This design comes from an exercise in tuning for small area on the open sky130 flow, not from production work.
Only simulation tests tie the RTL to the original design; equivalence was not proved.
The clock port is modelled as an ideal driver; clocking choices that lean on that would not hold on a real chip.
Power figures rest on the tool's default switching activity, not on a simulated workload.

===== flow/design.v =====
module timer #(
  parameter int CLK_HZ      = 20_000,
  parameter int MS_TICK_HZ  = 1_000,
  parameter int RAND_MIN_MS = 2000,
  parameter int RAND_MAX_MS = 15000
)(
  input  logic       clk,
  input  logic       rst_n,
  input  logic       start_btn,
  input  logic       stop_btn,
  output logic       stim_led,
  output logic [7:0] sseg,
  output logic [7:0] an
);
  localparam logic [1:0] IDLE = 2'd2, WAIT1 = 2'd0, RUN = 2'd1, DONE = 2'd3;
  logic [1:0] start_sync, stop_sync;
  always_ff @(posedge clk or negedge rst_n) begin
    if (!rst_n) begin
      start_sync <= 2'b00;
      stop_sync  <= 2'b00;
    end else begin
      start_sync <= {start_sync[0], start_btn};
      stop_sync  <= {stop_sync[0],  stop_btn};
    end
  end
  wire start_pe = start_sync[1] & ~start_sync[0];
  wire stop_pe  = stop_sync[1]  & ~stop_sync[0];
  logic [1:0] q;
  logic [3:0] pre;
  logic [1:0] sel;
  logic [2:0] m5;
  wire q3   = q[1] & ~q[0];           
  wire q0   = ~q[1] & ~q[0];          
  wire pen  = q3;
  wire sen  = q3 & (&pre);
  always_ff @(posedge clk or negedge rst_n) begin
    if (!rst_n) begin
      q   <= '0;
      pre <= '0;
      sel <= '0;
      m5  <= '0;
    end else begin
      q   <= {q[0], ~q[1]};
      pre <= pre ^ {pen & pre[2] & pre[1] & pre[0], pen & pre[1] & pre[0], pen & pre[0], pen};
      sel <= sel ^ {sen & sel[0], sen};
      m5  <= {m5[1:0], ~(m5[2] | m5[1])};
    end
  end
  wire tick   = q3 & m5[2] & ~m5[1];      
  wire tick_d = q0 & ~m5[2] & ~m5[0];     
  logic [1:0]  cs;
  logic [13:0] r;
  wire end1 = (r == 14'h3FFF) || (r == 14'd3382);
  logic        inc_en, xs6;
  logic [13:0] r_inc;
  always_comb begin
    logic c, co;
    c = inc_en;
    for (int g = 0; g < 3; g++) begin
      logic [3:0] d;
      d  = r[4*g +: 4];
      co = c & (&d);
      r_inc[4*g]     = d[0] ^ c;
      r_inc[4*g + 1] = (d[1] ^ (c & d[0])) | (co & xs6);
      r_inc[4*g + 2] = (d[2] ^ (c & d[0] & d[1])) | (co & xs6);
      r_inc[4*g + 3] = d[3] ^ (c & d[0] & d[1] & d[2]);
      c = co;
    end
    r_inc[12] = r[12] ^ c;
    r_inc[13] = r[13] ^ (c & r[12]);
  end
  logic [1:0]  ns;
  logic [13:0] r_nx;
  always_comb begin
    ns     = cs;
    inc_en = 1'b0;
    xs6    = 1'b1;
    r_nx   = r_inc;
    unique case (cs)
      IDLE: begin
        if (start_pe) ns = WAIT1;
        else          r_nx = {~(r[13] ^ r[4] ^ r[2] ^ r[0]), r[13:1]};
      end
      WAIT1: begin
        xs6    = 1'b0;
        inc_en = tick;
        if (stop_pe | end1) r_nx = 14'h0666;    
        if (stop_pe)        ns = DONE;
        else if (end1)      ns = RUN;
      end
      RUN: begin
        inc_en = (r[13] ? tick : tick_d) & ~stop_pe;
        if (stop_pe | (r[13] & r[12])) ns = DONE;
      end
      default: ;
    endcase
  end
  always_ff @(posedge clk or negedge rst_n) begin
    if (!rst_n) begin
      cs <= IDLE;
      r  <= 14'h3FFE;
    end else begin
      cs <= ns;
      r  <= r_nx;
    end
  end
  assign stim_led = (cs == RUN) & r[13];
  logic [3:0] nib;
  always_comb begin
    if (cs == IDLE)
      nib = (sel == 2'd0) ? 4'd0 : (sel == 2'd1) ? 4'd4 : 4'd1;
    else if ((cs == RUN || cs == DONE) && r[13])
      case (sel)
        2'd0: nib = r[3:0];
        2'd1: nib = r[7:4];
        2'd2: nib = r[11:8];
        default: nib = {3'b011, r[12]};
      endcase
    else if (cs == DONE)
      nib = 4'd15;
    else
      nib = 4'd1;
  end
  always_comb begin
    case (nib)
      4'd0: sseg = 8'hCF;
      4'd1: sseg = 8'hFF;
      4'd2: sseg = 8'hFF;
      4'd3: sseg = 8'hFF;
      4'd4: sseg = 8'h89;
      4'd5: sseg = 8'hFF;
      4'd6: sseg = 8'hC0;
      4'd7: sseg = 8'hF9;
      4'd8: sseg = 8'hA4;
      4'd9: sseg = 8'hB0;
      4'd10: sseg = 8'h99;
      4'd11: sseg = 8'h92;
      4'd12: sseg = 8'h82;
      4'd13: sseg = 8'hF8;
      4'd14: sseg = 8'h80;
      default: sseg = 8'h90;
    endcase
  end
  assign an = ~(8'b0000_0001 << sel);
endmodule

===== flow/flow/run.sh =====
#!/bin/bash
# Layout flow: the standard flow (standard.sh) with these changes.
#  1. Synthesis runs flow/synth.tcl: the standard flow's synthesis script, but with
#     Yosys's half/full-adder extraction skipped and the technology mapping
#     done by the area-oriented ABC script flow/area.abc (same registers).
#  2. Port buffers use the smallest buffer cell (buf_1); one tie cell
#     drives all constant outputs; no timing-driven global placement (its
#     repair added a buffer on the reset net).
#  3. Clock tree: flow/cts.tcl replaces ORFS's CTS step: the clock port
#     drives a few clock buffers, each feeding a group of registers.
# Each tool's output goes to a log file in this folder.
set -euo pipefail
HERE=$(pwd)
cat >> config.mk <<'EOC'
export BUFFER_PORTS_ARGS = -buffer_cell sky130_fd_sc_hd__buf_1
export SYNTH_INSBUF = 0
export SKIP_REPAIR_TIE_FANOUT = 1
export GPL_TIMING_DRIVEN = 0
EOC
export AREA_ABC_SCRIPT=$HERE/flow/area.abc
sed "s#SYNTH_SCRIPT=[^ ]*#SYNTH_SCRIPT=$HERE/flow/synth.tcl#" standard.sh > area_synth.sh
bash area_synth.sh synth > synth.log 2>&1
bash standard.sh place > place.log 2>&1
RESULTS=$HERE/orfs/results/$FLOW_PLATFORM/timer/base
PLATFORM_DIR=$FLOW_HOME/platforms/$FLOW_PLATFORM
RESULTS=$RESULTS PLATFORM_DIR=$PLATFORM_DIR LIB_FILES="$PLATFORM_DIR/lib/sky130_fd_sc_hd__tt_025C_1v80.lib" \
  NBUF=${NBUF:-1} CTS_CELL=${CTS_CELL:-sky130_fd_sc_hd__clkbuf_16} \
  openroad -no_init -exit $HERE/flow/cts.tcl > cts.log 2>&1
cp $RESULTS/4_1_cts.odb $RESULTS/4_cts.odb
bash standard.sh > standard.log 2>&1

===== flow/flow/area.abc =====
strash
&get -n
&fraig -x
&put
scorr
dc2
dretime
strash
&get -n
&dch -f
&nf -R 1000
&put
strash
&get -n
&dch -f
&nf -R 1000
&put
strash
&get -n
&dch -f
&nf -R 1000
&put
strash
&get -n
&dch -f
&nf -R 1000
&put
strash
&get -n
&dch -f
&nf -R 1000
&put
strash
&get -n
&dch -f
&nf -R 1000
&put

===== flow/flow/cts.tcl =====
# Clock tree: the clock port drives NBUF clock buffers (CTS_CELL), each
# feeding the clock pins of one group of registers (grouped by x position).
# Replaces ORFS's CTS step, which builds a 2-level H-tree even for a few sinks.
set R $::env(RESULTS)
foreach lib $::env(LIB_FILES) { read_liberty $lib }
read_db $R/3_place.odb
read_sdc $R/3_place.sdc
source $::env(PLATFORM_DIR)/setRC.tcl
set block [ord::get_db_block]
set dbu [$block getDbUnitsPerMicron]
set sinks {}
foreach it [[$block findNet clk] getITerms] {
  set b [[$it getInst] getBBox]
  lappend sinks [list [expr {([$b xMin] + [$b xMax]) / 2.0 / $dbu}] [expr {([$b yMin] + [$b yMax]) / 2.0 / $dbu}] [[$it getInst] getName]/[[$it getMTerm] getName]]
}
set sinks [lsort -real -index 0 $sinks]
set n [llength $sinks]
set nbuf $::env(NBUF)
for {set g 0} {$g < $nbuf} {incr g} {
  set grp [lrange $sinks [expr {$g * $n / $nbuf}] [expr {($g + 1) * $n / $nbuf - 1}]]
  set sx 0; set sy 0; set pins {}
  foreach s $grp { set sx [expr {$sx + [lindex $s 0]}]; set sy [expr {$sy + [lindex $s 1]}]; lappend pins [get_pins [lindex $s 2]] }
  set cx [expr {$sx / [llength $grp]}]; set cy [expr {$sy / [llength $grp]}]
  insert_buffer -buffer_cell $::env(CTS_CELL) -net clk -load_pins $pins -location [list $cx $cy] -buffer_name clkbuf_$g -net_name clknet_$g
}
detailed_placement
check_placement -verbose
set_propagated_clock [all_clocks]
estimate_parasitics -placement
report_clock_skew
report_check_types -max_slew -max_capacitance -violators
set worst 0
foreach pin [get_pins -hierarchical */CLK] { set s [get_property $pin slew_max]; if {$s > $worst} {set worst $s} }
puts "worst clock pin slew (placement estimate): $worst"
write_db $R/4_1_cts.odb
write_sdc $R/4_cts.sdc

===== flow/flow/synth.tcl =====
# The standard flow's synthesis script (standard ORFS synthesis without fsm/share, then
# flattened and renamed the same way), with two changes: Yosys's adder
# extraction (extract_fa) is skipped, so ABC sees the whole logic, and the
# technology mapping step runs the area-oriented ABC script
# $AREA_ABC_SCRIPT (flow/area.abc) instead of the default one.
proc synth {args} { yosys synth -nofsm -noshare {*}$args }
proc abc {args} {
  set i [lsearch -exact $args -script]
  if { $i >= 0 } { set args [lreplace $args $i [expr { $i + 1 }] -script $::env(AREA_ABC_SCRIPT)] }
  set j [lsearch -exact $args -D]
  if { $j >= 0 } { set args [lreplace $args $j [expr { $j + 1 }]] }
  yosys abc {*}$args
}
proc extract_fa {args} { }
source $::env(SCRIPTS_DIR)/synth.tcl
# left out here: clear keep_hierarchy, flatten, clean up, hide names made inside functions, write 1_2_yosys.v

===== flow/standard.sh =====
#!/bin/bash
# synth_recipe.tcl (not shown) runs the flow's synth.tcl, then flattens the netlist and writes it again
# the make line also repeats each setting of config.mk as NAME=value (left out here)
make -C /OpenROAD-flow-scripts/flow DESIGN_CONFIG=/design/flow/config.mk WORK_HOME=/design/flow/orfs CLKGATE_MAP_FILE= SYNTH_SCRIPT=/design/flow/synth_recipe.tcl "${@:-finish}"

===== flow/config.mk =====
export PLATFORM = sky130hd
export DESIGN_NAME = timer
export DESIGN_NICKNAME = timer
export VERILOG_FILES = /design/flow/design.v
export SDC_FILE = /design/flow/constraint.sdc
export NUM_CORES = 4
export LEC_CHECK = 0
export CAP_MARGIN = 20
export CORE_MARGIN = 2
export CORE_UTILIZATION = 40
export SLEW_MARGIN = 20
export BUFFER_PORTS_ARGS = -buffer_cell sky130_fd_sc_hd__buf_1
export SYNTH_INSBUF = 0
export SKIP_REPAIR_TIE_FANOUT = 1
export GPL_TIMING_DRIVEN = 0

===== flow/constraint.sdc =====
create_clock -name core_clock -period 80.0 [get_ports {clk}]
set_input_delay 16.0000 -clock core_clock [delete_from_list [all_inputs] [get_ports {clk}]]
set_output_delay 16.0000 -clock core_clock [all_outputs]
set_load 0.01 [all_outputs]

==> PnR_summary.wiki, run 1 <==
{| class="wikitable"
! Metric !! Value
|-
| Total power per unit cell area || 35.34 nW/um^2
|-
| Layout Skew || 4.656 ps
|-
| Top flip-flop cell by instance count after synthesis || dfrtp_1
|-
| Overflow left after global routing || 0
|-
| Number of antenna violations at the first check in global routing || 0
|-
| Ranking of synthesized cells by area || dfrtp_1, dfstp_2, a21oi_1, o21ai_0, nand2_1
|-
| Most repeated cell in the gate-level netlist after synthesis || a21oi_1
|-
| Residual DRC count || 0
|-
| Cell-by-cell trace of the critical path || nor2b_1, a222oi_1, a21oi_1, nand2b_1, nor2_1, o21ai_0, o21ai_0, buf_1
|-
| Library cell contributing the largest single delay on the critical path || dfrtp_1
|-
| Fillers || 388
|-
| Total negative slack || 0 ps
|-
| Detailed-router iteration count before antenna repair || 4
|-
| I/O pin cnt || 21
|-
| Number of inserted diodes || 0
|-
| Slew HR || a little under half
|-
| Setup violations, final || 0
|-
| Sequential share of the synthesized area || 49.92%
|-
| DIE WIDTH || 67.03 um
|-
| Residual antenna-violating net count after detailed routing || 0
|-
| RSZ-0062 raised after global routing || false
|-
| Synthesized netlist net count || 177
|-
| Global placement routability congestion || 0.8618
|-
| Beginning of the critical path || sel[0]$_DFF_PN0_
|-
| Biggest area consumer among synthesized cells || dfrtp_1
|-
| GRT Util Overall || 17.29%
|-
| Type of the worst min-delay path || reg2reg
|-
| Setup crit start kind || register
|-
| Detailed-placement wirelength estimate || 2622 um
|-
| Met2 track utilization from global routing || between 30% and 40%
|-
| Wire length of the first global-routing pass || 6134 um
|-
| Warning count from the yosys run || 1
|-
| Share of async-settable or async-resettable flops after synthesis || 100.0%
|-
| Height of the die || 67.03 um
|-
| Via count || 1,339
|-
| Worst path most repeated cell || o21ai_0
|-
| Worst path required time || roughly 64,000 ps
|-
| CP max stage delay || 510 ps
|-
| WP buf/inv || 1
|-
| Outcome || no timing/DRC/antenna violations
|-
| Ratio of routed vias to standard cells || 5.650
|-
| Number of pins with negative max-slew slack in the final report || 0
|-
| Top cells by count, synth || a21oi_1, o21ai_0, dfrtp_1, nand2_1, nor2_1
|-
| Final worst-path cycle share || 22.87%
|-
| Final critical path time including I/O delays and setup || 18,290 ps
|-
| Cells after synthesis || 173
|-
| Final Util || 46.26%
|-
| Max FO, Critical Path || 8
|-
| Critical path data arrival time || ~2300 ps
|-
| Layer carrying the most global-route usage || met2
|-
| Post-synth EDFFs || 0
|-
| R2r setup slk || 76,700 ps
|-
| Post-synthesis cell area || ~1600 um^2
|-
| Cell class contributing the biggest share of worst-path delay || compound AO/OA/AOI/OAI gates
|-
| Vias in the first global route || 1,346
|-
| Transition time at the pin with the least slew margin || about 800 ps
|-
| Worst hold slack across all endpoints || 389.2 ps
|-
| Final hold violations || 0
|-
| # rows || 22
|-
| Per-instance average area after synthesis || 9.185 um^2
|-
| Clock-pin transition on the worst setup and hold timing paths || 110 ps
|-
| Met3 global-route usage || 0.8446%
|-
| Classification of the worst setup path || reg2out
|-
| Initial core utilization || 42.45%
|-
| Crit. End Element || output pin
|-
| Proportion of layout cells with a drive suffix above 1 || 8.466%
|-
| Hold wc startpoint || stop_sync[0]$_DFF_PN0_
|-
| Reg-to-Reg Start || q[1]$_DFF_PN0_
|-
| Count of maximum capacitance violations || 0
|-
| Met1 Usage GRT || 23.53%
|-
| Final routed wirelength across all metal layers || 3525 um
|-
| Iter 0 DRT Violations || 104
|-
| Core Area || about 3700 um^2
|-
| Worst vdd rail ir drop || ~0.000013 V
|-
| Die ar. || 4493 um^2
|-
| Avg WL per Cell || 14.87 um
|-
| PortBufs || 15
|-
| Post-synthesis cell type count || 33
|-
| Highest attainable clock frequency || 54.66 MHz
|-
| Final net count || 195
|-
| Maximum number of pins on one net before global-route repair || 32
|-
| Synth top area share || 26.77%
|-
| Clk Latency, worst-skew pair || 170 ps
|-
| Post-synthesis sequential element count || 31
|-
| Layout Area Growth over Synthesis || 8.976%
|-
| Leakage dissipation || 0.6446 nW
|}
## logic make-up after synthesis
family,count (synthesis),share of synthesized area (%)
other cells,1,0.2360
flops,31,49.92
simple gates,63,19.29
buf+inv,6,1.417
compound gates,60,22.52
xor+xnor,12,6.614
## metal layers
layer  share of wire [%]  wire length, um
met4                0.37               13
met1                  45             1593
met5                   0                0
met2                  51             1783
met3                 3.8              135
## state kept, by name, summed over array words and instances, names as in the netlist
register,cells
cs,2
m5,3
pre,4
q,2
r,14
sel,2
start_sync,2
stop_sync,2
## layout make-up
cell class | instances | area [um^2] | share of cell area [%]
clock buffer | 1 | 25.02 | 1.445
inverter | 6 | 22.52 | 1.301
timing repair buffer | 15 | 57.56 | 3.324
tap | 48 | 60.06 | 3.468
sequential | 31 | 793.3 | 45.81
multi-input combinational | 136 | 773.2 | 44.65
## cells in the final DEF, fill, tap and decap left out, types with 4 or more instances in the layout
cell	instances
nor2b_1	5
nand3_1	6
xnor2_1	7
dfrtp_1	17
nand2b_1	4
xor2_1	5
buf_1	14
nor2_1	16
clkinv_1	6
dfstp_2	14
o21ai_0	18
nand2_1	17
a21oi_1	22
## worst register-to-register path, cell delays in order (launching register included)
cell and delay [ps]:
dfrtp_1 380, clkinv_1 80, nor2_1 280, nand3b_1 180
o21ai_0 270, and3_1 270, and3_1 220, and3_1 250
nand2_1 140, nor3_1 560, nand4_1 230, xor2_1 180
o21ai_0 200
## metrics by stage
stage | worst slack (ps) | cells | power [mW] | cell area [um^2]
after floorplan | 62280 | 173 | 0.04615 | 1589
after detailed placement | 61960 | 236 | 0.05470 | 1707
final | 61710 | 237 | 0.06119 | 1732
after global placement | 62040 | 236 | 0.05351 | 1705
after global routing | 61440 | 237 | 0.06616 | 1732
## power by group
part / internal (mW) / total [mW] / switching, mW
Clock: 0.00233 / 0.00619 / 0.00386
Sequential: 0.0222 / 0.0292 / 0.00695
Combinational: 0.0102 / 0.0258 / 0.0156
## final timing paths
| path | end | depth (start not counted) |
|---|---|---|
| setup / recovery | sseg[1] | 8 |
| hold / removal | stop_sync[1]$_DFF_PN0_ | 0 |
| setup reg to reg | r[13]$_DFF_PN1_ | 12 |
| hold reg to reg | stop_sync[1]$_DFF_PN0_ | 0 |
| max in group asynchronous | pre[3]$_DFF_PN0_ | 1 |
| min in group asynchronous | stop_sync[1]$_DFF_PN0_ | 1 |
==> run 2, diff against run 1 <==
--- a/flow/design.v
+++ b/flow/design.v
@@ -15,14 +15,10 @@
   localparam logic [1:0] IDLE = 2'd2, WAIT1 = 2'd0, RUN = 2'd1, DONE = 2'd3;
   logic [1:0] start_sync, stop_sync;
   always_ff @(posedge clk or negedge rst_n) begin
-    if (!rst_n) begin
-      start_sync <= 2'b00;
-      stop_sync  <= 2'b00;
-    end else begin
-      start_sync <= {start_sync[0], start_btn};
-      stop_sync  <= {stop_sync[0],  stop_btn};
-    end
+    if (!rst_n) start_sync <= 2'b00;
+    else        start_sync <= {start_sync[0], start_btn};
   end
+  always_ff @(posedge clk) stop_sync <= {stop_sync[0], stop_btn};
   wire start_pe = start_sync[1] & ~start_sync[0];
   wire stop_pe  = stop_sync[1]  & ~stop_sync[0];
   logic [1:0] q;
==> run 2 against run 1 <==
Critical path type unchanged. Sequential share of layout area is 0.32 points lower. Clock power hardly changed. Utilization is 0.073 points higher. Register-to-register slack better by 110 ps. Clock-buffer cell count stayed put. Worst hold slack worse by 24 ps. Setup slack worse by 3.8 ps. First-iteration DRC count is 9.6% lower. Die area is 0.60% lower. Via count is 1.2% lower. Design area is 0.58% lower.
==> PnR_summary.wiki, run 2 <==
{| class="wikitable"
! Metric !! Value
|-
| Avg WL per Cell || 14.62 um (was 14.87 um)
|-
| Critical path data arrival time || 2300 ps (was 2290 ps)
|-
| Largest reg by FF count || r (unchanged)
|-
| # rows || 22 (unchanged)
|-
| Sequential share of the synthesized area || 49.60% (was 49.92%)
|-
| Total power per unit cell area || 35.33 nW/um^2 (was 35.34 nW/um^2)
|-
| Max FO, Critical Path || 8 (unchanged)
|-
| Synthesized netlist net count || 177 (unchanged)
|-
| Most common cell after layout, fill and taps aside || a21oi_1 (unchanged)
|-
| Worst hold slack across all endpoints || 365.2 ps (was 389.2 ps)
|-
| Maximum number of pins on one net before global-route repair || 32 (unchanged)
|-
| Top cells by count, synth || a21oi_1, o21ai_0, nand2_1 (was a21oi_1, o21ai_0, dfrtp_1, nand2_1, nor2_1)
|-
| Type of the worst min-delay path || reg2reg (unchanged)
|-
| Die ar. || 4466 um^2 (was 4493 um^2)
|-
| Initial core utilization || 42.49% (was 42.45%)
|-
| Wire length of the first global-routing pass || 5809 um (was 6134 um)
|-
| Highest attainable clock frequency || 54.65 MHz (was 54.66 MHz)
|-
| R2r setup slk || 76,810 ps (was 76,700 ps)
|-
| Core Area || 3716 um^2 (was 3744 um^2)
|-
| Transition time at the pin with the least slew margin || 855.7 ps (was 802.6 ps)
|-
| PortBufs || 15 (unchanged)
|-
| Final worst-path cycle share || 22.87% (about the same)
|-
| Leading cell types in the layout, fill and taps excluded || a21oi_1, o21ai_0, nand2_1 (was a21oi_1, o21ai_0, nand2_1, dfrtp_1, nor2_1)
|-
| Cell-by-cell trace of the critical path || nor2b_1, a222oi_1, a21oi_1, nand2b_1, nor2_1, o21ai_0, o21ai_0, buf_1 (unchanged)
|-
| Clk Latency, worst-skew pair || 170 ps (about the same)
|-
| Library cell contributing the largest single delay on the critical path || dfrtp_1 (unchanged)
|-
| Classification of the worst setup path || reg2out (unchanged)
|-
| Leakage dissipation || 0.6382 nW (was 0.6446 nW)
|-
| Post-synthesis cell area || 1579 um^2 (was 1589 um^2)
|-
| Slew HR || 42.35% (was 45.93%)
|-
| Registers with the most flip-flops || r x14, pre x4, m5 x3 (unchanged)
|-
| Number of inserted diodes || 0 (unchanged)
|-
| Final net count || 195 (unchanged)
|-
| Setup crit start kind || register (unchanged)
|-
| I/O pin cnt || 21 (unchanged)
|-
| CP max stage delay || 500 ps (was 510 ps)
|-
| Final routed wirelength across all metal layers || 3466 um (was 3525 um)
|-
| Post-synthesis sequential element count || 31 (unchanged)
|-
| Detailed-router iteration count before antenna repair || 4 (unchanged)
|-
| Layout Area Growth over Synthesis || 9.033% (was 8.976%)
|-
| Cells after synthesis || 173 (unchanged)
|-
| Most repeated cell in the gate-level netlist after synthesis || a21oi_1 (unchanged)
|-
| Ratio of routed vias to standard cells || 5.582 (was 5.650)
|-
| Crit. End Element || output pin (unchanged)
|-
| Clock-pin transition on the worst setup and hold timing paths || 110 ps (about the same)
|-
| Warning count from the yosys run || 1 (unchanged)
|-
| Per-instance average area after synthesis || 9.127 um^2 (was 9.185 um^2)
|-
| Biggest area consumer among synthesized cells || dfrtp_1 (unchanged)
|-
| Vias in the first global route || 1,255 (was 1,346)
|-
| Post-synth EDFFs || 0 (unchanged)
|-
| GRT Util Overall || 16.24% (was 17.29%)
|-
| Total negative slack || 0 ps (unchanged)
|-
| DIE WIDTH || 66.83 um (was 67.03 um)
|-
| Worst vdd rail ir drop || 0.00001166 V (was 0.00001288 V)
|-
| Post-synthesis cell type count || 34 (was 33)
|-
| Worst path most repeated cell || o21ai_0 (unchanged)
|-
| Detailed-placement wirelength estimate || 2613 um (was 2622 um)
|-
| Share of async-settable or async-resettable flops after synthesis || 93.55% (was 100.0%)
|-
| Height of the die || 66.83 um (was 67.03 um)
|-
| Number of pins with negative max-slew slack in the final report || 0 (unchanged)
|-
| Count of maximum capacitance violations || 0 (unchanged)
|-
| Residual DRC count || 0 (unchanged)
|-
| Iter 0 DRT Violations || 94 (was 104)
|-
| Flip-flop count of the largest register, all copies and words added || 14 (unchanged)
|-
| Ranking of synthesized cells by area || dfrtp_1, dfstp_2, a21oi_1, o21ai_0, nand2_1 (unchanged)
|-
| Via count || 1,323 (was 1,339)
|-
| RSZ-0062 raised after global routing || false (unchanged)
|-
| Global placement routability congestion || 0.7980 (was 0.8618)
|-
| Residual antenna-violating net count after detailed routing || 0 (unchanged)
|-
| Top flip-flop cell by instance count after synthesis || dfrtp_1 (unchanged)
|-
| Final critical path time including I/O delays and setup || 18,300 ps (was 18,290 ps)
|-
| Proportion of layout cells with a drive suffix above 1 || 8.466% (unchanged)
|-
| Number of antenna violations at the first check in global routing || 0 (unchanged)
|-
| Outcome || no timing/DRC/antenna violations (unchanged)
|-
| Overflow left after global routing || 0 (unchanged)
|-
| Final hold violations || 0 (unchanged)
|-
| Setup violations, final || 0 (unchanged)
|-
| Post-route cell area || 1722 um^2 (was 1732 um^2)
|-
| Placed standard-cell area || 1697 um^2 (was 1707 um^2)
|-
| Worst path required time || 64,000 ps (about the same)
|-
| Synth top area share || 23.77% (was 26.77%)
|-
| Layout Skew || 8.492 ps (was 4.656 ps)
|-
| Total Power Consumption || 0.06082 mW (was 0.06119 mW)
|}
[run 2: critical path: cells and delay by family, from the launching register on]
kind	cells	cell delay, ps
AO/OA/AOI/OAI	4	830
AND/OR/NAND/NOR	3	640
flip-flops	1	500
buffers and inverters	1	160
[run 2: area by class of cell]
type	count	area, um^2
clock buffers	1	25.02
fillers	385	1994
inverters	6	22.52
multi-input cells	136	773.2
flip-flops and latches	31	783.3
well taps	48	60.06
repair buffers	15	57.56
[run 2: path summary, 6_finish.rpt]
path                                 startpoint                    to  depth (start not counted)
max reg2reg                      q[1]$_DFF_PN0_        r[9]$_DFF_PN1_                         13
min                        stop_sync[0]$_DFF_P_  stop_sync[1]$_DFF_P_                          0
min reg2reg                stop_sync[0]$_DFF_P_  stop_sync[1]$_DFF_P_                          0
min in group asynchronous                 rst_n       m5[1]$_DFF_PN0_                          1
max                            sel[0]$_DFF_PN0_               sseg[1]                          8
max in group asynchronous                 rst_n      pre[2]$_DFF_PN0_                          1
[run 2: layer usage]
layer | global-route usage (%) | wire, um | vias to the layer above
met5 | 0 | 0 | -
met4 | 1.020 | 13 | 0
met3 | 1.182 | 124 | 2
met2 | 30.38 | 1773 | 30
met1 | 21.31 | 1555 | 639
li1 | - | - | 652
[run 2: kinds of logic after synthesis]
| logic type | count (synthesis) | synth area share (%) |
|---|---|---|
| buffers and inverters | 6 | 1.426 |
| AND/OR/NAND/NOR | 63 | 19.41 |
| XOR/XNOR | 12 | 6.656 |
| AO/OA/AOI/OAI | 60 | 22.66 |
| other | 1 | 0.2375 |
| flip-flops | 31 | 49.60 |
[run 2: through the flow]
| step | util [%] | std cells | setup slack [ps] |
|---|---|---|---|
| 3_5_place_dp | 45.66 | 236 | 61990 |
| 2_1_floorplan | - | 173 | 62280 |
| 5_1_grt | 46.33 | 237 | 61500 |
| 6_report | 46.33 | 237 | 61700 |
| 3_3_place_gp | 45.62 | 236 | 62070 |
[run 2: power breakdown]
| part | internal, mW | total [mW] | switching, mW |
|---|---|---|---|
| registers | 0.0222 | 0.0291 | 0.00689 |
| logic | 0.0102 | 0.0255 | 0.0153 |
| clock network | 0.00233 | 0.00621 | 0.00388 |
| total | 0.0347 | 0.0608 | 0.0261 |
==> run 3, diff against run 2 <==
--- a/flow/flow/run.sh
+++ b/flow/flow/run.sh
@@ -24,7 +24,7 @@
 RESULTS=$HERE/orfs/results/$FLOW_PLATFORM/timer/base
 PLATFORM_DIR=$FLOW_HOME/platforms/$FLOW_PLATFORM
 RESULTS=$RESULTS PLATFORM_DIR=$PLATFORM_DIR LIB_FILES="$PLATFORM_DIR/lib/sky130_fd_sc_hd__tt_025C_1v80.lib" \
-  NBUF=${NBUF:-1} CTS_CELL=${CTS_CELL:-sky130_fd_sc_hd__clkbuf_16} \
+  NBUF=${NBUF:-1} CTS_CELL=${CTS_CELL:-sky130_fd_sc_hd__buf_12} \
   openroad -no_init -exit $HERE/flow/cts.tcl > cts.log 2>&1
 cp $RESULTS/4_1_cts.odb $RESULTS/4_cts.odb
 bash standard.sh > standard.log 2>&1
--- a/flow/config.mk
+++ b/flow/config.mk
@@ -8,6 +8,7 @@
 export CAP_MARGIN = 20
 export CORE_MARGIN = 2
 export CORE_UTILIZATION = 40
+export PLACE_DENSITY = 0.9
 export SLEW_MARGIN = 20
 export BUFFER_PORTS_ARGS = -buffer_cell sky130_fd_sc_hd__buf_1
 export SYNTH_INSBUF = 0
==> run 3 against run 2 <==
Still clean. First-iteration DRC count shrank 8.5%. Sequential share of layout area is 0.13 points higher. Design area is 0.29% lower. Via count increased by 2.4%. Synthesized cell count unchanged. Clock-buffer cell count stayed put. Utilization is 0.13 points lower. Critical path depth did not move. Critical path type unchanged. Critical endpoint unchanged. Largest cell class unchanged. Highest routed layer unchanged.
==> PnR_summary.wiki, run 3 <==
{| class="wikitable"
! Metric !! Value
|-
| Total negative slack || 0 ps (unchanged)
|-
| Final hold violations || 0 (unchanged)
|-
| Proportion of layout cells with a drive suffix above 1 || 8.466% (unchanged)
|-
| Global placement routability congestion || 0.9148 (was 0.7980)
|-
| Vias in the first global route || 1,167 (was 1,255)
|-
| Top flip-flop cell by instance count after synthesis || dfrtp_1 (unchanged)
|-
| Met1 Usage GRT || 21.17% (was 21.31%)
|-
| Classification of the worst setup path || reg2out (unchanged)
|-
| Number of antenna violations at the first check in global routing || 0 (unchanged)
|-
| Post-synthesis cell type count || 34 (unchanged)
|-
| Total power per unit cell area || 34.92 nW/um^2 (was 35.33 nW/um^2)
|-
| Final net count || 195 (unchanged)
|-
| Layer carrying the most global-route usage || met2 (unchanged)
|-
| Worst vdd rail ir drop || 0.00001278 V (was 0.00001166 V)
|-
| Critical path data arrival time || 2230 ps (was 2300 ps)
|-
| Overflow left after global routing || 0 (unchanged)
|-
| Final Util || 46.20% (was 46.33%)
|-
| Residual DRC count || 0 (unchanged)
|-
| Post-synth EDFFs || 0 (unchanged)
|-
| Final critical path time including I/O delays and setup || 18,230 ps (was 18,300 ps)
|-
| GRT Util Overall || 14.45% (was 16.24%)
|-
| Layout Area Growth over Synthesis || 8.717% (was 9.033%)
|-
| Placed standard-cell area || 1697 um^2 (unchanged)
|-
| Minimum setup slack after placement || 61,990 ps (about the same)
|-
| Post-synthesis cell area || 1579 um^2 (unchanged)
|-
| Outcome || no timing/DRC/antenna violations (unchanged)
|-
| Height of the die || 66.83 um (unchanged)
|-
| Detailed-router iteration count before antenna repair || 4 (unchanged)
|-
| Met2 track utilization from global routing || 24.13% (was 30.38%)
|-
| Post-route cell area || 1717 um^2 (was 1722 um^2)
|-
| Most common cell after layout, fill and taps aside || a21oi_1 (unchanged)
|-
| Synthesized netlist net count || 177 (unchanged)
|-
| Warning count from the yosys run || 1 (unchanged)
|-
| Post-synthesis sequential element count || 31 (unchanged)
|-
| Post-route worst setup slack || 61,770 ps (was 61,700 ps)
|-
| Maximum number of pins on one net before global-route repair || 32 (unchanged)
|-
| Transition time at the pin with the least slew margin || 980.9 ps (was 855.7 ps)
|-
| Slew HR || 33.92% (was 42.35%)
|-
| Via count || 1,355 (was 1,323)
|-
| Number of standard cells in the final layout excluding fillers || 237 (unchanged)
|-
| Met3 global-route usage || 0.6757% (was 1.182%)
|-
| WHS Path Cells || 0 (unchanged)
|-
| Leading cell types in the layout, fill and taps excluded || a21oi_1, o21ai_0, nand2_1 (unchanged)
|-
| Worst hold slack across all endpoints || 360.1 ps (was 365.2 ps)
|-
| Setup violations, final || 0 (unchanged)
|-
| Ranking of synthesized cells by area || dfrtp_1, dfstp_2, a21oi_1, o21ai_0, nand2_1 (unchanged)
|-
| Number of inserted diodes || 0 (unchanged)
|-
| Leakage dissipation || 0.6353 nW (was 0.6382 nW)
|-
| Die ar. || 4466 um^2 (unchanged)
|-
| FF/Latch Area || 783.3 um^2 (unchanged)
|-
| Iter 0 DRT Violations || 86 (was 94)
|-
| RSZ-0062 raised after global routing || false (unchanged)
|-
| Per-instance average area after synthesis || 9.127 um^2 (unchanged)
|-
| # rows || 22 (unchanged)
|-
| Detailed-placement wirelength estimate || 2292 um (was 2613 um)
|-
| Depth of the most critical reg-to-reg path || 12 (was 13)
|-
| Residual antenna-violating net count after detailed routing || 0 (unchanged)
|-
| Fillers || 349 (was 385)
|-
| Count of maximum capacitance violations || 0 (unchanged)
|-
| Sequential share of the synthesized area || 49.60% (unchanged)
|-
| Setup crit start kind || register (unchanged)
|-
| Top cells by count, synth || a21oi_1, o21ai_0, nand2_1 (unchanged)
|-
| Number of pins with negative max-slew slack in the final report || 0 (unchanged)
|-
| Flip-flop count of the largest register, all copies and words added || 14 (unchanged)
|-
| Avg WL per Cell || 13.39 um (was 14.62 um)
|-
| Layout Skew || 11.36 ps (was 8.492 ps)
|-
| Synth top area share || 23.77% (unchanged)
|-
| Share of async-settable or async-resettable flops after synthesis || 93.55% (unchanged)
|-
| Final worst-path cycle share || 22.78% (was 22.87%)
|-
| Cells after synthesis || 173 (unchanged)
|-
| Biggest area consumer among synthesized cells || dfrtp_1 (unchanged)
|-
| Footprint of the multi-input gates || 773.2 um^2 (unchanged)
|-
| Registers with the most flip-flops || r x14, pre x4, m5 x3 (unchanged)
|-
| PortBufs || 15 (unchanged)
|-
| Wire length of the first global-routing pass || 5237 um (was 5809 um)
|-
| Clock-pin transition on the worst setup and hold timing paths || 110 ps (about the same)
|-
| Placed instance count || 236 (unchanged)
|-
| I/O pin cnt || 21 (unchanged)
|-
| Crit. End Element || output pin (unchanged)
|-
| Clk Latency, worst-skew pair || 150 ps (was 170 ps)
|-
| Total Power Consumption || 0.05994 mW (was 0.06082 mW)
|-
| Type of the worst min-delay path || reg2reg (unchanged)
|-
| Worst path required time || 64,000 ps (about the same)
|-
| Largest reg by FF count || r (unchanged)
|-
| Highest attainable clock frequency || 54.86 MHz (was 54.65 MHz)
|-
| Most repeated cell in the gate-level netlist after synthesis || a21oi_1 (unchanged)
|-
| Ratio of routed vias to standard cells || 5.717 (was 5.582)
|-
| Max FO, Critical Path || 8 (unchanged)
|-
| Initial core utilization || 42.49% (unchanged)
|-
| Final routed wirelength across all metal layers || 3173 um (was 3466 um)
|-
| DIE WIDTH || 66.83 um (unchanged)
|-
| Core Area || 3716 um^2 (unchanged)
|}
-- run 3: cell count changes in the layout (fill, tap and decap cells not counted) --
cell	change
buf_12	+1
clkbuf_16	-1
-- run 3: kinds of logic (layout without fill, tap and decap cells) --
logic type / after synthesis / after routing / share of synthesized area (%)
AO/OA/AOI/OAI: 60 / 60 / 22.66
XOR/XNOR: 12 / 12 / 6.656
buffers and inverters: 6 / 22 / 1.426
flip-flops: 31 / 31 / 49.60
other: 1 / 1 / 0.2375
AND/OR/NAND/NOR: 63 / 63 / 19.41
-- run 3: per-layer routing --
metal	up-vias	wire, um
met5	-	0
met4	0	16
met3	2	233
met2	53	1417
met1	637	1506
li1	663	-
-- run 3: layout make-up --
class                      count  area share [%]
clock buffer                   1           1.166
inverter                       6           1.312
multi-input combinational    136           45.04
sequential                    31           45.63
tap                           48           3.499
timing repair buffer          15           3.353
-- run 3: worst paths after layout --
path | slack (ps) | end | from
max in group asynchronous | 63740 | cs[0]$_DFFE_PN0P_ | rst_n
max reg2reg | 76850 | r[13]$_DFF_PN1_ | q[1]$_DFF_PN0_
min reg2reg | 360 | stop_sync[1]$_DFF_P_ | stop_sync[0]$_DFF_P_
min in group asynchronous | 15860 | r[0]$_DFF_PN0_ | rst_n
max | 61770 | sseg[1] | sel[0]$_DFF_PN0_
min | 360 | stop_sync[1]$_DFF_P_ | stop_sync[0]$_DFF_P_
-- run 3: power breakdown --
group	switching [mW]	internal [mW]	total, mW
clock	0.00368	0.00205	0.00572
sequential	0.00703	0.0222	0.0292
combinational	0.0148	0.0102	0.0250
-- run 3: critical path, cell delays in order (launching register included) --
cell and delay, ps:
dfrtp_1 490, nor2b_1 360, a222oi_1 170, a21oi_1 390, nand2b_1 200, nor2_1 60, o21ai_0 170, o21ai_0 90
buf_1 150
==> run 4, diff against run 3 <==
==> flow/flow/area.abc (replaced) <==
strash
&get -n
&fraig -x
&put
scorr
dc2
dretime
strash
&get -n
&dch -x
&nf -R 1000
&put
strash
&get -n
&dch -x
&nf -R 1000
&put
==> run 4 against run 3 <==
Still clean. Routed wire length grew 6.8%. Non-clock buffer count is the same. Clock-buffer cell count is the same. Die area shrank 0.60%. Critical path depth grew 1. Critical endpoint unchanged.
==> PnR_summary.wiki, run 4 <==
{| class="wikitable"
! Metric !! Value
|-
| Flip-flop count of the largest register, all copies and words added || 14 (unchanged)
|-
| Residual DRC count || 0 (unchanged)
|-
| Number of pins with negative max-slew slack in the final report || 0 (unchanged)
|-
| Detailed-router iteration count before antenna repair || 4 (unchanged)
|-
| Worst vdd rail ir drop || 0.00001856 V (was 0.00001278 V)
|-
| Post-synthesis cell area || 1569 um^2 (was 1579 um^2)
|-
| Residual antenna-violating net count after detailed routing || 0 (unchanged)
|-
| Part of the power in combinational logic || 43.0% (was 41.7%)
|-
| Per-instance average area after synthesis || 8.966 um^2 (was 9.127 um^2)
|-
| Post-synthesis sequential element count || 31 (unchanged)
|-
| Sequential share of the synthesized area || 49.92% (was 49.60%)
|-
| Registers with the most flip-flops || r x14, pre x4, m5 x3 (unchanged)
|-
| Total power per unit cell area || 35.84 nW/um^2 (was 34.92 nW/um^2)
|-
| Wire length of the first global-routing pass || 5651 um (was 5237 um)
|-
| Avg WL per Cell || 14.18 um (was 13.39 um)
|-
| Type of the worst min-delay path || reg2reg (unchanged)
|-
| Global placement routability congestion || 0.9672 (was 0.9148)
|-
| Share of async-settable or async-resettable flops after synthesis || 93.55% (unchanged)
|-
| DIE WIDTH || 66.63 um (was 66.83 um)
|-
| GRT Util Overall || 15.85% (was 14.45%)
|-
| Vias in the first global route || 1,276 (was 1,167)
|-
| Total Power Consumption || 0.06117 mW (was 0.05994 mW)
|-
| Top flip-flop cell by instance count after synthesis || dfrtp_1 (unchanged)
|-
| Overflow left after global routing || 0 (unchanged)
|-
| Top cells by count, synth || nor2_1, a21oi_1, nand2_1 (was a21oi_1, o21ai_0, nand2_1)
|-
| Number of antenna violations at the first check in global routing || 0 (unchanged)
|-
| Synth top area share || 23.92% (was 23.77%)
|-
| Ranking of synthesized cells by area || dfrtp_1, dfstp_2, a21oi_1, nor2_1, nand2_1 (was dfrtp_1, dfstp_2, a21oi_1, o21ai_0, nand2_1)
|-
| Detailed-placement wirelength estimate || 2426 um (was 2292 um)
|-
| Worst path required time || 64,000 ps (about the same)
|-
| Number of inserted diodes || 0 (unchanged)
|-
| Fillers || 358 (was 349)
|-
| Transition time at the pin with the least slew margin || 790.4 ps (was 980.9 ps)
|-
| Post-synth EDFFs || 0 (unchanged)
|-
| Post-route cell area || 1707 um^2 (was 1717 um^2)
|-
| Crit. End Element || output pin (unchanged)
|-
| Layout Area Growth over Synthesis || 8.772% (was 8.717%)
|-
| Layout Skew || 8.230 ps (was 11.36 ps)
|-
| # rows || 22 (unchanged)
|-
| Leakage dissipation || 0.6257 nW (was 0.6353 nW)
|-
| I/O pin cnt || 21 (unchanged)
|-
| Most repeated cell in the gate-level netlist after synthesis || nor2_1 (was a21oi_1)
|-
| Slew HR || 46.96% (was 33.92%)
|-
| Core Area || 3716 um^2 (unchanged)
|-
| Post-synthesis cell type count || 33 (was 34)
|-
| Die ar. || 4440 um^2 (was 4466 um^2)
|-
| Biggest area consumer among synthesized cells || dfrtp_1 (unchanged)
|-
| Most common cell after layout, fill and taps aside || nor2_1 (was a21oi_1)
|-
| Initial core utilization || 42.22% (was 42.49%)
|-
| Final routed wirelength across all metal layers || 3390 um (was 3173 um)
|-
| Setup crit start kind || register (unchanged)
|-
| Setup violations, final || 0 (unchanged)
|-
| Outcome || no timing/DRC/antenna violations (unchanged)
|-
| Net switching share of the total power || 43.67% (was 42.55%)
|-
| Critical path data arrival time || 2340 ps (was 2230 ps)
|-
| Count of maximum capacitance violations || 0 (unchanged)
|-
| Via count || 1,359 (was 1,355)
|-
| Final hold violations || 0 (unchanged)
|-
| RSZ-0062 raised after global routing || false (unchanged)
|-
| Net switching power of the design || 0.02672 mW (was 0.02551 mW)
|-
| Placed standard-cell area || 1687 um^2 (was 1697 um^2)
|-
| Cell Int Power || 0.03445 mW (was 0.03443 mW)
|-
| Clk Latency, worst-skew pair || 150 ps (about the same)
|-
| Final net count || 197 (was 195)
|-
| Cells after synthesis || 175 (was 173)
|-
| Warning count from the yosys run || 1 (unchanged)
|-
| Reg power frac || 47.4% (was 48.8%)
|-
| Height of the die || 66.63 um (was 66.83 um)
|-
| Clock network fraction of total power || 9.6% (was 9.5%)
|-
| Final worst-path cycle share || 22.93% (was 22.78%)
|-
| Leading cell types in the layout, fill and taps excluded || nor2_1, a21oi_1, nand2_1 (was a21oi_1, o21ai_0, nand2_1)
|-
| Max FO, Critical Path || 10 (was 8)
|-
| Highest attainable clock frequency || 54.52 MHz (was 54.86 MHz)
|-
| Classification of the worst setup path || reg2out (unchanged)
|-
| FF/Latch Area || 783.3 um^2 (unchanged)
|-
| Synthesized netlist net count || 179 (was 177)
|-
| Footprint of the multi-input gates || 759.5 um^2 (was 773.2 um^2)
|-
| Iter 0 DRT Violations || 66 (was 86)
|-
| Ratio of routed vias to standard cells || 5.686 (was 5.717)
|-
| Maximum number of pins on one net before global-route repair || 32 (unchanged)
|-
| Largest reg by FF count || r (unchanged)
|-
| Clock-pin transition on the worst setup and hold timing paths || 120 ps (was 110 ps)
|-
| PortBufs || 15 (unchanged)
|-
| Final critical path time including I/O delays and setup || 18,340 ps (was 18,230 ps)
|-
| Total negative slack || 0 ps (unchanged)
|-
| Proportion of layout cells with a drive suffix above 1 || 8.377% (was 8.466%)
|}
[run 4: worst paths after layout]
check	endpoint	slack, ps	depth (start not counted)	startpoint
worst max-delay path	sseg[1]	61660	9	r[13]$_DFF_PN1_
max in group asynchronous	r[0]$_DFF_PN0_	63760	1	rst_n
worst max register to register	r[13]$_DFF_PN1_	76450	15	q[1]$_DFF_PN0_
min in group asynchronous	m5[2]$_DFF_PN0_	15850	1	rst_n
worst min register to register	stop_sync[1]$_DFF_P_	360	0	stop_sync[0]$_DFF_P_
worst min-delay path	stop_sync[1]$_DFF_P_	360	0	stop_sync[0]$_DFF_P_
[run 4: kinds of logic after synthesis]
kind of cell	Yosys count	share of synthesized area [%]
other	1	0.2390
and+or+nand+nor	66	19.14
DFF	31	49.92
buffers and inverters	7	1.675
xor gates and xnor gates	12	6.699
AOI/OAI and AO/OA	58	22.33
[run 4: power groups by stage]
stage / Sequential, mW / Clock, mW / Combinational [mW]
floorplan: 0.0268 / 0 / 0.0197
global placement: 0.0285 / 0 / 0.0252
detailed placement: 0.0289 / 0 / 0.0261
global route: 0.0296 / 0.00650 / 0.0298
finish: 0.0290 / 0.00589 / 0.0263
[run 4: area by class of cell]
cell class	instances	share of cell area [%]
multi-input combinational	137	44.50
timing repair buffer	15	3.372
clock buffer	1	1.173
inverter	7	1.540
sequential	31	45.89
tap	48	3.519
[run 4: stage by stage]
stage / hold slack [ps] / util, % / std cells / setup WS, ps
after floorplan: 331.4 / - / 175 / 62200
after global placement: 339.7 / 45.35 / 238 / 61980
after detailed placement: 343.4 / 45.39 / 238 / 61900
after global routing: 378.1 / 45.93 / 239 / 61470
final: 363.0 / 45.93 / 239 / 61660
[run 4: critical path, stage by stage, from the launching register on]
cell	delay [ps]
dfstp_2	660
nand2_1	160
a21oi_1	240
a21oi_1	100
a21oi_1	400
nand2_1	140
nor2_1	130
o21ai_0	80
o21ai_0	120
buf_1	180
[run 4: metal layers]
layer	global-route usage, %	wire length (um)	part of all wire, %	vias up
met5	0	0	0	-
li1	-	-	-	654
met1	21.79	1491	44	660
met4	3.061	66	1.9	0
met3	0.6757	130	3.8	6
met2	27.88	1702	50	39
==> run 5, diff against run 4 <==
--- a/flow/flow/area.abc
+++ b/flow/flow/area.abc
@@ -13,5 +13,5 @@
 strash
 &get -n
 &dch -x
-&nf -R 1000
+&nf -R 1000 -p
 &put
==> run 5 against run 4 <==
Non-clock buffer count unchanged. Clock skew down 3.1 ps. First-iteration DRC count grew 7.6%. Design area decreased by 0.22%. Via count shrank 2.1%. Cell count shrank 0.42%. Sequential cell count unchanged. Routed wire length is 7.9% lower. Global-route usage is 1.2 points lower. Setup slack improved by 63 ps. Clock power is 2% lower. Die area decreased by 0.23%. Largest power group unchanged. Highest routed layer unchanged.
==> PnR_summary.wiki, run 5 <==
{| class="wikitable"
! Metric !! Value
|-
| Layout Skew || 5.159 ps (was 8.230 ps)
|-
| Clock-pin transition on the worst setup and hold timing paths || 110 ps (was 120 ps)
|-
| Global placement routability congestion || 0.9662 (was 0.9672)
|-
| Detailed-placement wirelength estimate || 2391 um (was 2426 um)
|-
| Post-synthesis cell area || 1565 um^2 (was 1569 um^2)
|-
| Biggest area consumer among synthesized cells || dfrtp_1 (unchanged)
|-
| Post-synthesis sequential element count || 31 (unchanged)
|-
| Top cells by count, synth || a21oi_1, nor2_1, nand2_1 (was nor2_1, a21oi_1, nand2_1)
|-
| Post-route worst setup slack || 61,720 ps (was 61,660 ps)
|-
| Highest attainable clock frequency || 54.71 MHz (was 54.52 MHz)
|-
| Vias in the first global route || 1,250 (was 1,276)
|-
| RSZ-0062 raised after global routing || false (unchanged)
|-
| Per-instance average area after synthesis || 8.996 um^2 (was 8.966 um^2)
|-
| Max FO, Critical Path || 10 (unchanged)
|-
| Number of pins with negative max-slew slack in the final report || 0 (unchanged)
|-
| Ratio of routed vias to standard cells || 5.588 (was 5.686)
|-
| # rows || 22 (unchanged)
|-
| Crit. End Element || output pin (unchanged)
|-
| Detailed-router iteration count before antenna repair || 4 (unchanged)
|-
| Worst path required time || 64,000 ps (about the same)
|-
| Sequential share of the synthesized area || 50.04% (was 49.92%)
|-
| Final hold violations || 0 (unchanged)
|-
| Synth top area share || 23.98% (was 23.92%)
|-
| Residual DRC count || 0 (unchanged)
|-
| Total power per unit cell area || 35.08 nW/um^2 (was 35.84 nW/um^2)
|-
| Count of maximum capacitance violations || 0 (unchanged)
|-
| Final routed wirelength across all metal layers || 3122 um (was 3390 um)
|-
| Warning count from the yosys run || 1 (unchanged)
|-
| Clk Latency, worst-skew pair || 140 ps (was 150 ps)
|-
| R2r setup slk || 76,500 ps (was 76,450 ps)
|-
| Type of the worst min-delay path || reg2reg (unchanged)
|-
| Core Area || 3716 um^2 (unchanged)
|-
| Transition time at the pin with the least slew margin || 828.6 ps (was 790.4 ps)
|-
| Proportion of layout cells with a drive suffix above 1 || 8.421% (was 8.377%)
|-
| Final Util || 45.82% (was 45.93%)
|-
| Ranking of synthesized cells by area || dfrtp_1, dfstp_2, a21oi_1, nor2_1, o21ai_0 (was dfrtp_1, dfstp_2, a21oi_1, nor2_1, nand2_1)
|-
| Number of inserted diodes || 0 (unchanged)
|-
| Cells after synthesis || 174 (was 175)
|-
| Residual antenna-violating net count after detailed routing || 0 (unchanged)
|-
| Final worst-path cycle share || 22.85% (was 22.93%)
|-
| Share of async-settable or async-resettable flops after synthesis || 93.55% (unchanged)
|-
| Outcome || no timing/DRC/antenna violations (unchanged)
|-
| Height of the die || 66.56 um (was 66.63 um)
|-
| Worst vdd rail ir drop || 0.00001413 V (was 0.00001856 V)
|-
| Leading cell types in the layout, fill and taps excluded || a21oi_1, nor2_1, nand2_1 (was nor2_1, a21oi_1, nand2_1)
|-
| Setup crit start kind || register (unchanged)
|-
| Minimum setup slack after placement || 61,970 ps (was 61,900 ps)
|-
| Footprint of the multi-input gates || 755.7 um^2 (was 759.5 um^2)
|-
| PortBufs || 15 (unchanged)
|-
| FF/Latch Area || 783.3 um^2 (unchanged)
|-
| Avg WL per Cell || 13.12 um (was 14.18 um)
|-
| I/O pin cnt || 21 (unchanged)
|-
| Slew HR || 44.39% (was 46.96%)
|-
| Top flip-flop cell by instance count after synthesis || dfrtp_1 (unchanged)
|-
| Iter 0 DRT Violations || 71 (was 66)
|-
| Leakage dissipation || 0.6275 nW (was 0.6257 nW)
|-
| Hold wc startpoint || stop_sync[0]$_DFF_P_ (unchanged)
|-
| Via count || 1,330 (was 1,359)
|-
| Number of standard cells in the final layout excluding fillers || 238 (was 239)
|-
| Beginning of the critical path || r[13]$_DFF_PN1_ (unchanged)
|-
| Fillers || 370 (was 358)
|-
| Overflow left after global routing || 0 (unchanged)
|-
| Number of antenna violations at the first check in global routing || 0 (unchanged)
|-
| Maximum number of pins on one net before global-route repair || 32 (unchanged)
|-
| DIE WIDTH || 66.56 um (was 66.63 um)
|-
| Post-synthesis cell type count || 34 (was 33)
|-
| Setup violations, final || 0 (unchanged)
|-
| Critical path data arrival time || 2280 ps (was 2340 ps)
|-
| Final critical path time including I/O delays and setup || 18,280 ps (was 18,340 ps)
|-
| Reg-to-Reg Start || q[1]$_DFF_PN0_ (unchanged)
|-
| Placed instance count || 237 (was 238)
|-
| Total negative slack || 0 ps (unchanged)
|-
| Synthesized netlist net count || 178 (was 179)
|-
| Layout Area Growth over Synthesis || 8.793% (was 8.772%)
|-
| GRT Util Overall || 14.69% (was 15.85%)
|-
| Wire length of the first global-routing pass || 5278 um (was 5651 um)
|-
| Largest reg by FF count || r (unchanged)
|-
| Flip-flop count of the largest register, all copies and words added || 14 (unchanged)
|-
| Classification of the worst setup path || reg2out (unchanged)
|-
| Post-synth EDFFs || 0 (unchanged)
|-
| Final net count || 196 (was 197)
|-
| Initial core utilization || 42.12% (was 42.22%)
|-
| Die ar. || 4430 um^2 (was 4440 um^2)
|-
| Registers with the most flip-flops || r x14, pre x4, m5 x3 (unchanged)
|}
-- run 5: worst max-delay path: stages (launching register included) --
cell     delay [ps]
dfstp_2         660
nand2_1         160
a21oi_1         240
a21oi_1         100
a21oi_1         370
nand2_1         130
nor2_1          120
o21ai_0          80
o21ai_0         110
buf_1           170
-- run 5: kinds of logic after synthesis --
logic type / after synthesis / synth area share (%)
compound gates: 59 / 22.46
xor+xnor: 11 / 6.155
other cells: 1 / 0.2396
buf+inv: 7 / 1.679
simple gates: 65 / 19.42
flops: 31 / 50.04
-- run 5: through the flow --
stage	hold WS (ps)	power [mW]	cell area, um^2
3_3_place_gp	339.9	0.05305	1682
2_1_floorplan	331.4	0.04611	1565
5_1_grt	372.3	0.06511	1703
6_report	361.9	0.05974	1703
3_5_place_dp	344.2	0.05403	1683
-- run 5: area by class of cell --
class                   count  share of cell area (%)
repair buffers             15                   3.380
flip-flops and latches     31                   46.00
multi-input cells         136                   44.38
clock buffers               1                   1.176
well taps                  48                   3.527
inverters                   7                   1.543
-- run 5: power by group --
group | internal, mW | total (mW) | leakage (nW) | switching, mW
registers | 0.0222 | 0.0287 | 0.342 | 0.00645
clock network | 0.00205 | 0.00580 | 0.00940 | 0.00376
logic | 0.0101 | 0.0253 | 0.276 | 0.0152
total | 0.0343 | 0.0597 | 0.628 | 0.0254
-- run 5: final timing paths --
path | to | depth (start not counted)
max | sseg[1] | 9
max reg2reg | r[13]$_DFF_PN1_ | 15
min reg2reg | stop_sync[1]$_DFF_P_ | 0
max in group asynchronous | sel[0]$_DFF_PN0_ | 1
min | stop_sync[1]$_DFF_P_ | 0
min in group asynchronous | start_sync[1]$_DFF_PN0_ | 1
-- run 5: per-layer routing --
metal | global-route usage, % | share of wire, % | vias up
met2 | 27.63 | 50 | 31
met1 | 18.64 | 43 | 640
met5 | 0 | 0 | -
met4 | 2.806 | 1.7 | 0
met3 | 0.6757 | 4.7 | 8
li1 | - | - | 651

-- re-timing with driven ports --
How much do the figures lean on ideal ports? The routed layouts below were timed once more, with nothing changed but the port constraints. Step 1 sets driving cells, clkbuf_16 on the clock port and buf_2 on the other inputs (assumed; they add their load-dependent delay and slew). Step 2 adds t to the input delays and takes it off the output delays; t is the mean of the earliest and latest rising clock arrival at the registers after step 1. Input paths then give back, and output paths get back, about the clock's delay inside the block. a / b / c = ideal / step 1 / step 2; a / b = the first two.
run	shift t [ns]	slack for setup (ns)	worst register clock-pin slew, ns
run 1	0.197	61.706 / 61.679 / 61.876	0.11 / 0.11
run 2	0.198	61.702 / 61.675 / 61.873	0.11 / 0.11
run 3	0.172	61.773 / 61.742 / 61.914	0.11 / 0.11
run 4	0.177	61.657 / 61.626 / 61.803	0.12 / 0.12
run 5	0.173	61.721 / 61.690 / 61.863	0.11 / 0.11
After both steps setup and hold are still met in every run listed.
